Context: an optimization exercise on an open-source flow, tuned for small area and a short achievable clock period. The choices shown serve that exercise and are no tape-out recipe. Function was checked by simulation only, so behaviour that the tests miss may differ from the original. The clock port is modelled as an ideal driver, which makes a skipped or thinned clock tree look cheaper than it is; a real chip needs a root buffer or a tree. Power figures rest on the tool's default switching activity, not on a simulated workload.

## job 3252
==> flow/design.v (excerpt) <==
module Base_Router(  clk, reset,
							eastReqUpStr,  eastGntUpStr,  eastUpStrFull,  eastPacketIn,
							eastReqDnStr,  eastGntDnStr,  eastDnStrFull,  eastPacketOut,
							northReqUpStr, northGntUpStr, northUpStrFull, northPacketIn,
							northReqDnStr, northGntDnStr, northDnStrFull, northPacketOut,
							westReqUpStr,  westGntUpStr , westUpStrFull,  westPacketIn,
							westReqDnStr,  westGntDnStr,  westDnStrFull,  westPacketOut,
							southReqUpStr, southGntUpStr, southUpStrFull, southPacketIn,
							southReqDnStr, southGntDnStr, southDnStrFull, southPacketOut,
							localReqUpStr, localGntUpStr, localUpStrFull, localPacketIn,
							localReqDnStr, localGntDnStr, localDnStrFull, localPacketOut);
parameter routerID     	= 6'b000_000; 
parameter routerNo 		= 5'b00001;
parameter packetwidth = 55;
parameter datawidth=25;
parameter addressWidth 	= 4;
parameter fifoDepth 	= ((1 << addressWidth) - 1); 
input clk;
input reset;
input eastReqUpStr, northReqUpStr, westReqUpStr, southReqUpStr, localReqUpStr;
input eastDnStrFull,  northDnStrFull, westDnStrFull, southDnStrFull, localDnStrFull ;
input eastGntDnStr, northGntDnStr, westGntDnStr, southGntDnStr, localGntDnStr;
input [packetwidth-1:0] eastPacketIn, northPacketIn, westPacketIn, southPacketIn, localPacketIn;
output eastReqDnStr, northReqDnStr, westReqDnStr, southReqDnStr, localReqDnStr;  
output eastUpStrFull, northUpStrFull, westUpStrFull, southUpStrFull, localUpStrFull;
output eastGntUpStr, northGntUpStr, westGntUpStr, southGntUpStr, localGntUpStr;
output [packetwidth-1:0] eastPacketOut, northPacketOut, westPacketOut, southPacketOut, localPacketOut ;
wire [packetwidth-1:0] eastPacket, northPacket, westPacket, southPacket, localPacket;
wire [packetwidth-1:0] orPacket = eastPacket | northPacket | westPacket | southPacket | localPacket;
wire [2:0] eastHop, northHop, westHop, southHop, localHop;
wire [2:0] orHopNext = eastHop | northHop | westHop | southHop | localHop;
InputPort #(.packetwidth(packetwidth), .addressWidth(addressWidth)) eastInputController (
  ...
clock: 5.0 ns
lec_check: 0
cap_margin: 50
core_margin: 2
core_utilization: 65
setup_slack_margin: 2.8
slew_margin: 50
tns_end_percent: 100
standard.sh (not shown) runs the stock make flow with config.mk's settings and CLKGATE_MAP_FILE= SYNTH_SCRIPT=/design/flow/synth_recipe.tcl, a recipe that flattens the netlist after the stock synthesis.
==> flow/flow/run.sh <==
#!/bin/bash
# Own layout flow: the standard ORFS flow (standard.sh), with
#  - output flip-flops (and the gates driving their D pins) placed in the rows
#    next to their output ports before global placement and held there while
#    the rest is placed (place_out_cells.tcl, unfix_out_cells.tcl), so the
#    clock-to-output paths are short;
#  - a balanced clock tree of inverters (clock_tree.tcl, via cts_hook.tcl) in
#    place of TritonCTS, for a shorter clock insertion delay;
#  - port buffers of a fixed type, free resizing, and timing repair aimed at the
#    worst paths only.
# Each stage's full output goes to log_<stage>.txt in the work folder.
set -uo pipefail
W=$(pwd)
F=$W/flow
ARGS=(
  "PRE_GLOBAL_PLACE_TCL=$F/place_out_cells.tcl"
  "POST_GLOBAL_PLACE_TCL=$F/unfix_out_cells.tcl"
  "PRE_CTS_TCL=$F/cts_hook.tcl"
  "BUFFER_PORTS_ARGS=-buffer_cell sky130_fd_sc_hd__buf_2"
  "MATCH_CELL_FOOTPRINT=0"
)
for stage in synth floorplan place cts route finish; do
  echo "=== $stage $(date)"
  if ! bash standard.sh "${ARGS[@]}" $stage > "$W/log_$stage.txt" 2>&1; then
    echo "stage $stage failed"; tail -30 "$W/log_$stage.txt"; exit 1
  fi
done
ls -la out/
Other scripts of this flow, unchanged in this note and not shown: flow/flow/clock_tree.tcl, flow/flow/cts_hook.tcl, flow/flow/place_out_cells.tcl, flow/flow/unfix_out_cells.tcl
## Diff of input files: job 6231 against job 3252
# job 3252
export LEC_CHECK = 0
export CAP_MARGIN = 50
export CORE_MARGIN = 2
export CORE_UTILIZATION = 65
export SETUP_SLACK_MARGIN = 2.8
export SLEW_MARGIN = 50
export TNS_END_PERCENT = 100
create_clock -name core_clock -period 5.0 [get_ports {clk}]
# job 6231
export LEC_CHECK = 0
export CAP_MARGIN = 50
export CORE_MARGIN = 2
export CORE_UTILIZATION = 65
export SETUP_SLACK_MARGIN = 2.9
export SLEW_MARGIN = 50
export TNS_END_PERCENT = 100
create_clock -name core_clock -period 5.0 [get_ports {clk}]
-- flow/flow/run.sh --
<<< job 3252, line 9
#  - port buffers of a fixed type, free resizing, and timing repair aimed at the
#    worst paths only.
>>> job 6231, line 9
#  - port buffers of a fixed type, free resizing, and timing repair by resizing
#    and buffering only (no gate cloning or load splitting).
<<< job 3252, line 21
>>> job 6231, line 21
  "SETUP_MOVE_SEQUENCE=unbuffer,sizeup,swap,buffer"
## What came out
Per the final summary, job 6231 finished and its layout is clean on timing, DRC and antenna.
Setup slack is lower on job 3252
Comparing job 6231 with job 3252, the sequential fraction of total cell area came out essentially unchanged.
Maximum clock skew at final layout for job 6231: 0.016 ns up relative to job 3252
On total instance count after detailed placement, job 3252 and job 6231 are neck and neck.
Per the comparison of job 6231 with job 3252, power density relative to cell area moved down, synthesis-to-layout area growth rose 0.39 points.
Compared with job 3252, in job 6231 post-route cell area increased about 0.36%; met2 track utilization from global routing fell by 2.4 points; worst hold slack increased by 0.078 ns relative to the old numbers.
Re latest clock arrival within the worst-skew pair: job 3252 and job 6231 aren't equal, and the higher value belongs to job 3252.
Any difference in sequential cell area in the final layout between job 6231 and job 3252 is small enough to ignore.
Inputs modified between job 6231 and job 8742:
# job 6231
export LEC_CHECK = 0
export CAP_MARGIN = 50
export CORE_MARGIN = 2
export CORE_UTILIZATION = 65
export SETUP_SLACK_MARGIN = 2.9
export SLEW_MARGIN = 50
export TNS_END_PERCENT = 100
create_clock -name core_clock -period 5.0 [get_ports {clk}]
# job 8742
export LEC_CHECK = 0
export CAP_MARGIN = 50
export CORE_MARGIN = 2
export CORE_UTILIZATION = 72
export SETUP_SLACK_MARGIN = 2.9
export SLEW_MARGIN = 50
export TNS_END_PERCENT = 100
create_clock -name core_clock -period 5.0 [get_ports {clk}]
Side by side, initial standard-cell utilization of the core turned out higher in job 8742 than in job 6231.
Number of instances resized during post-cts repair (lower): job 8742
Relative to job 6231, met2 demand-to-capacity share in global routing has increased by 4.3 points in job 8742.
Comparing detailed-route wire length for job 6231 and job 8742, the bigger number came from job 6231.
Re sequential share of layout area: job 6231 and job 8742 aren't equal, and the lower value belongs to job 6231.
Flip-flop and latch count across job 6231 and job 8742: no real change.
Comparing job 6231 and job 8742, the higher placeable core area was measured on job 6231.
Relative contribution of the clock network to total power: job 6231 vs job 8742, no meaningful difference
Edits applied to the flow inputs when going from job 8742 to job 7244:
# job 8742
export LEC_CHECK = 0
export CAP_MARGIN = 50
export CORE_MARGIN = 2
export CORE_UTILIZATION = 72
export SETUP_SLACK_MARGIN = 2.9
export SLEW_MARGIN = 50
export TNS_END_PERCENT = 100
create_clock -name core_clock -period 5.0 [get_ports {clk}]
# job 7244
export LEC_CHECK = 0
export CAP_MARGIN = 50
export CORE_MARGIN = 2
export CORE_UTILIZATION = 65
export SETUP_SLACK_MARGIN = 3.0
export SLEW_MARGIN = 50
export TNS_END_PERCENT = 100
create_clock -name core_clock -period 5.0 [get_ports {clk}]
--- outcome ---
NOTE final wirelength job 8742->job 7244 increased by a few percent
Re average cell area after synthesis: no difference whatsoever between job 7244 and job 8742.
Job 7244 was carried through to the last stage, and its layout satisfied the timing, DRC and antenna checks.
In the tables for job 7244 and job 8742, sequential share of layout area reads lower with job 7244.
Number of detailed-route iterations in the first pass, job 7244 and job 8742: higher on job 7244
In every run of this note, the design's own scripts or RTL, not TritonCTS, make the clock network.


== alpha ==
Base_Router, a different RTL version from the one above (not shown whole).
Size in the first run: ~10000 cells after synthesis, ~5200 flip-flops, ~180000 um^2 of cells after synthesis.
Design Base_Router, start of the top module:
module Base_Router(  clk, reset,
							eastReqUpStr,  eastGntUpStr,  eastUpStrFull,  eastPacketIn,
							eastReqDnStr,  eastGntDnStr,  eastDnStrFull,  eastPacketOut,
							northReqUpStr, northGntUpStr, northUpStrFull, northPacketIn,
							northReqDnStr, northGntDnStr, northDnStrFull, northPacketOut,
							westReqUpStr,  westGntUpStr , westUpStrFull,  westPacketIn,
							westReqDnStr,  westGntDnStr,  westDnStrFull,  westPacketOut,
							southReqUpStr, southGntUpStr, southUpStrFull, southPacketIn,
							southReqDnStr, southGntDnStr, southDnStrFull, southPacketOut,
							localReqUpStr, localGntUpStr, localUpStrFull, localPacketIn,
							localReqDnStr, localGntDnStr, localDnStrFull, localPacketOut);
clock: 5.0 ns
lec_check: 0
cap_margin: 50
core_margin: 2
core_utilization: 65
setup_slack_margin: 2.8
slew_margin: 50
tns_end_percent: 100
==> flow/flow/run.sh <==
#!/bin/bash
# Own layout flow: the standard ORFS flow (standard.sh), with
#  - output flip-flops (and the gates driving their D pins) placed in the rows
#    next to their output ports before global placement and held there while
#    the rest is placed (place_out_cells.tcl, unfix_out_cells.tcl), so the
#    clock-to-output paths are short;
#  - a balanced clock tree of inverters (clock_tree.tcl, via cts_hook.tcl) in
#    place of TritonCTS, for a shorter clock insertion delay;
#  - port buffers of a fixed type, free resizing, and timing repair by resizing
#    and buffering only (no gate cloning or load splitting).
# Each stage's full output goes to log_<stage>.txt in the work folder.
set -uo pipefail
W=$(pwd)
F=$W/flow
ARGS=(
  "PRE_GLOBAL_PLACE_TCL=$F/place_out_cells.tcl"
  "POST_GLOBAL_PLACE_TCL=$F/unfix_out_cells.tcl"
  "PRE_CTS_TCL=$F/cts_hook.tcl"
  "BUFFER_PORTS_ARGS=-buffer_cell sky130_fd_sc_hd__buf_2"
  "MATCH_CELL_FOOTPRINT=0"
  "SETUP_MOVE_SEQUENCE=unbuffer,sizeup,swap,buffer"
)
for stage in synth floorplan place cts route finish; do
  echo "=== $stage $(date)"
  if ! bash standard.sh "${ARGS[@]}" $stage > "$W/log_$stage.txt" 2>&1; then
    echo "stage $stage failed"; tail -30 "$W/log_$stage.txt"; exit 1
  fi
done
ls -la out/
Other scripts of this flow, unchanged in this note and not shown: flow/flow/clock_tree.tcl, flow/flow/cts_hook.tcl, flow/flow/place_out_cells.tcl, flow/flow/unfix_out_cells.tcl
For beta, these inputs were changed with respect to alpha:
Settings: SLEW_MARGIN now 40, was 50; CAP_MARGIN now 40, was 50.
[summary]
Looking at the reports, beta completed the entire flow and the layout it produced met the timing, DRC and antenna checks. Going from alpha to beta, worst hold slack went up 0.024 ns; share of the clock period used by the worst path went up 0.73 points; worst setup slack went down 0.037 ns.
--- input diff beta..gamma ---
Settings: changing SETUP_SLACK_MARGIN from 2.8 to 2.9; changing SLEW_MARGIN from 40 to 50; changing CAP_MARGIN from 40 to 50.
--- outcome ---
Taking beta as the reference, in gamma worst vdd rail ir drop rose about 37%; global-route met3 utilization held steady; area of all placed cells without fillers went up 1.5%. gamma vs beta: sum of met3 wire segment lengths after detailed routing up. Both conditions hold for gamma: the flow ran to the end and the final layout passed the timing, DRC and antenna checks. Re net total in the final layout: gamma is about 0.3% up on beta. Total of fill cells in the finished design, gamma and beta, lower one = gamma. Comparing gamma and beta, the higher routed wire length is on gamma. Maximum frequency, gamma and beta: smaller value in beta.
In every run of this note, the design's own scripts or RTL, not TritonCTS, make the clock network.

## what the ideal ports hide
The flow's constraints put no driver on any port. The routed layouts listed below were extracted and timed again, unchanged, in two steps.
Step 1 sets driving cells, clkbuf_16 on the clock port and buf_2 on the other inputs (assumed; they add their load-dependent delay and slew).
Step 2 adds t to the input delays and takes it off the output delays; t is the mean of the earliest and latest rising clock arrival at the registers after step 1. Input paths then give back, and output paths get back, about the clock's delay inside the block.
a / b / c = ideal / step 1 / step 2; a / b = the first two.
run	t (ns)	setup WS [ns]	worst setup path at the end
job 3252	0.774	2.709 / 2.606 / 2.456	input to register
job 6231	0.766	2.787 / 2.692 / 2.233	input to register
job 8742	0.758	2.625 / 2.625 / 2.169	input to register
job 7244	0.762	2.690 / 2.683 / 2.125	input to register
alpha	0.774	2.797 / 2.658 / 2.468	input to register
beta	0.780	2.760 / 2.643 / 2.410	input to register
gamma	0.775	2.786 / 2.676 / 2.410	input to register
After both steps every run listed still meets setup and hold. The setup slack of job 7244, which loses most, moves by -0.007 ns with the drivers and by -0.565 ns with both steps.
